This design comes from an exercise in tuning for small area on the open sky130 flow, not from production work.
Only simulation tests tie the RTL to the original design; equivalence was not proved.
Power figures rest on the tool's default switching activity, not on a simulated workload.

==> flow/design.v <==
module clock_divider(in_clk, rst, out_clk, rise);
input in_clk, rst;
output reg out_clk;
output rise;
reg t;
reg [4:0] n;
wire fb = n[4] ? (n[2] & (n[0] | n[3])) : ~n[2];
wire wrap = t & n[4] & ~n[3] & ~n[1] & ~n[0];    
always @(posedge in_clk or posedge rst)
  if (rst) begin
    t <= 1'b0;
    n <= 5'd0;
    out_clk <= 1'b0;
  end else begin
    t <= ~t;
    n <= {n[3:0], fb};
    out_clk <= out_clk ^ wrap;
  end
assign rise = wrap & ~out_clk;
endmodule
module trans_fsm(clk, rst, tick, serial_inp, ischar, ap, dsh, broot, fst);
input clk, rst, tick, serial_inp, ischar;
output ap, dsh, broot, fst;
reg [3:0] z;
wire [3:0] zn;
assign zn[0] = (~z[0] & ~z[2] & ~serial_inp) | (z[0] & z[2]) | (z[2] & z[3]);
assign zn[1] = (z[0] & serial_inp) | (z[2] & serial_inp);
assign zn[2] = (z[0] & ~z[1]) | (~z[1] & z[2]);
assign zn[3] = (~z[0] & z[2] & ~z[3]) | (z[0] & ~z[2] & serial_inp) | (z[2] & ~z[3] & ischar);
assign ap = (z[1] & z[2] & ~serial_inp & ~ischar) | (~z[1] & ~z[2] & z[3]) | (z[1] & z[2] & z[3] & ~serial_inp) | (~z[0] & z[1] & ~serial_inp);
assign dsh = (~z[0] & ~z[2]);
assign broot = (z[0] & z[2] & ~ischar) | (z[0] & z[3]);
assign fst = (z[0] & z[3]);
always @(posedge clk or posedge rst)
  if (rst) z <= 4'd0;
  else if (tick) z <= zn;
endmodule
module rec_fsm(mid_clk, clk, rst, serial_inp, VSS_LCD, VCCC, VEE, RS, RW, ENE, s_out, LEDP, LEDN);
input serial_inp, rst, clk;
output [7:0] s_out;
output mid_clk;
output VSS_LCD, VCCC, VEE, RS, RW, ENE, LEDP, LEDN;
assign VSS_LCD = 1'b0;
assign VCCC = 1'b1;
assign VEE = 1'b1;
assign RS = 1'b1;
assign RW = 1'b0;
assign ENE = 1'b1;
assign LEDP = 1'b1;
assign LEDN = 1'b0;
wire tick, ap, dsh, broot, fst;
clock_divider clk_rec(.in_clk(clk), .rst(rst), .out_clk(mid_clk), .rise(tick));
trans_fsm trans_rec(.clk(clk), .rst(rst), .tick(tick), .serial_inp(serial_inp), .ischar(ischar), .ap(ap), .dsh(dsh), .broot(broot), .fst(fst));
reg [5:0] r;
wire valid, ischar, hb;
wire [6:0] a;
assign valid = (r[0] & r[1] & r[2] & r[3] & ~dsh) | (r[1] & ~r[4] & ~r[5]) | (~r[0] & r[1] & ~r[3] & ~r[5] & dsh) | (r[2] & ~r[4] & ~r[5]) | (r[0] & ~r[1] & ~r[3] & ~r[5]) | (r[0] & ~r[1] & ~r[2] & ~r[5]) | (~r[0] & ~r[2] & r[3] & ~r[5] & ~dsh) | (~r[1] & r[2] & ~r[3] & ~r[5] & dsh);
assign ischar = (r[3] & ~r[4]) | (~r[1] & r[2]) | (r[1] & r[3]) | (r[1] & ~r[4]) | (~r[2] & ~r[3] & r[4]) | (r[0] & r[2]);
assign hb = (r[1] & ~r[4]) | (r[0] & ~r[2] & r[3] & ~r[4]) | (r[1] & ~r[2] & ~r[3]) | (r[0] & ~r[3] & r[4]) | (~r[0] & ~r[1] & r[3] & r[4]);
assign a[0] = (r[0] & ~r[2] & r[3]) | (~r[1] & r[2] & r[3] & ~r[5]) | (~r[0] & ~r[3] & r[5]) | (~r[0] & r[1] & ~r[4] & ~r[5]) | (~r[1] & ~r[3] & ~r[4]);
assign a[1] = (r[0] & r[1] & r[2] & ~r[3]) | (~r[0] & r[2] & ~r[3] & r[4]) | (~r[1] & r[3] & ~r[4]) | (r[0] & r[2] & r[3] & r[4]) | (~r[0] & r[3] & ~r[4] & ~r[5]) | (~r[0] & r[1] & ~r[2] & r[4] & ~r[5]) | (r[3] & r[4] & r[5]);
assign a[2] = (r[1] & r[2] & ~r[3]) | (~r[0] & ~r[1] & ~r[3] & r[4]) | (r[1] & r[3] & r[5]) | (r[0] & r[3] & ~r[4] & ~r[5]) | (r[1] & ~r[3] & ~r[4]) | (~r[1] & r[2] & r[3] & ~r[4] & ~r[5]);
assign a[3] = (r[0] & ~r[1] & ~r[3]) | (~r[0] & ~r[2] & r[4]) | (~r[0] & r[2] & r[3] & ~r[5]) | (r[1] & r[2] & ~r[3] & ~r[4]);
assign a[4] = (r[0] & ~r[2]) | (~r[2] & r[3]) | (~r[0] & r[2] & r[4]) | (r[5]);
assign a[6] = (~r[5]);
always @(posedge clk or posedge rst)
  if (rst)
    r <= 6'd1;
  else if (tick) begin
    if (ap) begin
      if (broot) r <= 6'd2;
      else if (valid) r <= {r[4:0], dsh ^ hb};
      else r <= 6'd1;
    end else if (broot) r <= 6'd1;
  end
assign s_out = {1'b0, fst & a[6], ~(fst & a[6]), fst & a[4], fst & a[3], fst & a[2], fst & a[1], fst & a[0]};
endmodule
==> flow/config.mk <==
export PLATFORM = sky130hd
export DESIGN_NAME = rec_fsm
export DESIGN_NICKNAME = rec_fsm
export VERILOG_FILES = /design/flow/design.v
export SDC_FILE = /design/flow/constraint.sdc
export NUM_CORES = 4
export LEC_CHECK = 0
export CAP_MARGIN = 20
export CORE_AREA = 2.3 2.72 63.48 62.56
export CTS_BUF_LIST = sky130_fd_sc_hd__clkbuf_4
export DIE_AREA = 0 0 66 66
export SLEW_MARGIN = 20
==> flow/constraint.sdc <==
create_clock -name core_clock -period 10.0 [get_ports {clk}]
set_input_delay 2.0000 -clock core_clock [delete_from_list [all_inputs] [get_ports {clk}]]
set_output_delay 2.0000 -clock core_clock [all_outputs]
set_load 0.01 [all_outputs]
standard.sh (not shown) runs the stock make flow with config.mk's settings and CLKGATE_MAP_FILE= SYNTH_SCRIPT=/design/flow/synth_recipe.tcl, a recipe that flattens the netlist after the stock synthesis.
==> flow/flow/run.sh <==
#!/bin/bash
# Layout flow: the standard ORFS flow (standard.sh) with three changes.
#  1. Synthesis is the standard synthesis except that the ABC call mapping the
#     logic to cells runs flow/area.abc (area-oriented) instead of ORFS's
#     delay-oriented script; registers are untouched.
#  2. Port buffers (one per input and output port, as in the standard flow) are
#     sky130_fd_sc_hd__buf_1.
#  3. Constant outputs share one tie-high and one tie-low cell (no tie cloning).
# Each tool's full output is in the ORFS logs under orfs/logs; make's output is in
# standard.log.
set -euo pipefail
export AREA_ABC_SCRIPT="$PWD/flow/area.abc"
bash standard.sh SYNTH_SCRIPT="$PWD/flow/synth_area.tcl" \
  "BUFFER_PORTS_ARGS=-buffer_cell sky130_fd_sc_hd__buf_1" \
  "CTS_ARGS=-sink_clustering_enable -repair_clock_nets -buf_list sky130_fd_sc_hd__clkbuf_4 -dont_use_dummy_load -sink_clustering_size 30 -sink_clustering_max_diameter 300" \
  SKIP_REPAIR_TIE_FANOUT=1 finish > standard.log 2>&1
==> flow/flow/area.abc <==
strash; &get -n; &deepsyn -I 10 -J 50; &put; dch; map -a
==> flow/flow/synth_area.tcl <==
# The standard flow's synthesis script (synth_recipe.tcl) with one change: the ABC call that
# maps the logic to cells runs flow/area.abc instead of ORFS's delay-oriented
# script. Everything else, registers included, is the standard synthesis.
proc synth {args} { yosys synth -nofsm -noshare {*}$args }
proc abc {args} {
  set i [lsearch -exact $args -script]
  if { $i >= 0 } {
    lset args [expr {$i + 1}] $::env(AREA_ABC_SCRIPT)
  }
  yosys abc {*}$args
}
source $::env(SCRIPTS_DIR)/synth.tcl
# left out here: clear keep_hierarchy, flatten, clean up, hide names made inside functions, write 1_2_yosys.v
Next try:
--- a/flow/flow/run.sh
+++ b/flow/flow/run.sh
@@ -14,3 +14,3 @@
   "BUFFER_PORTS_ARGS=-buffer_cell sky130_fd_sc_hd__buf_1" \
-  "CTS_ARGS=-sink_clustering_enable -repair_clock_nets -buf_list sky130_fd_sc_hd__clkbuf_4 -dont_use_dummy_load -sink_clustering_size 30 -sink_clustering_max_diameter 300" \
+  "CTS_ARGS=-sink_clustering_enable -repair_clock_nets -buf_list sky130_fd_sc_hd__clkbuf_8 -sink_clustering_size 30 -sink_clustering_max_diameter 300 -dont_use_dummy_load" \
   SKIP_REPAIR_TIE_FANOUT=1 finish > standard.log 2>&1
Critical path depth stays the same.
Routed wire length went up by 0.99%.
Design area went up by 1.8%.
Clock power went up by 44%.

==> afterwards: timing with drivers on the ports <==
Ports are ideal in the flow. The routed layouts listed here were re-timed in OpenROAD. Step 1, drivers: a clkbuf_16 drives clk and a buf_2 each remaining input, both assumed. Step 2 moves the port delays by t, midway between the first and last clock arrival at a register: inputs arrive t later, outputs are due t later. That takes back most of the time a late clock gives input paths. Three values: ideal ports, drivers, drivers and shift; two values: the first two.
run	t (ns)	slack for setup (ns)	hold WS [ns]	worst setup path after step 2	pins driven straight from the clock port
the first run	0.300	6.090 / 6.071 / 6.371	0.378 / 0.378 / 0.378	register to output	1
the second run	0.269	6.128 / 6.107 / 6.376	0.370 / 0.370 / 0.370	register to output	1
After both steps setup and hold are still met in every run listed.
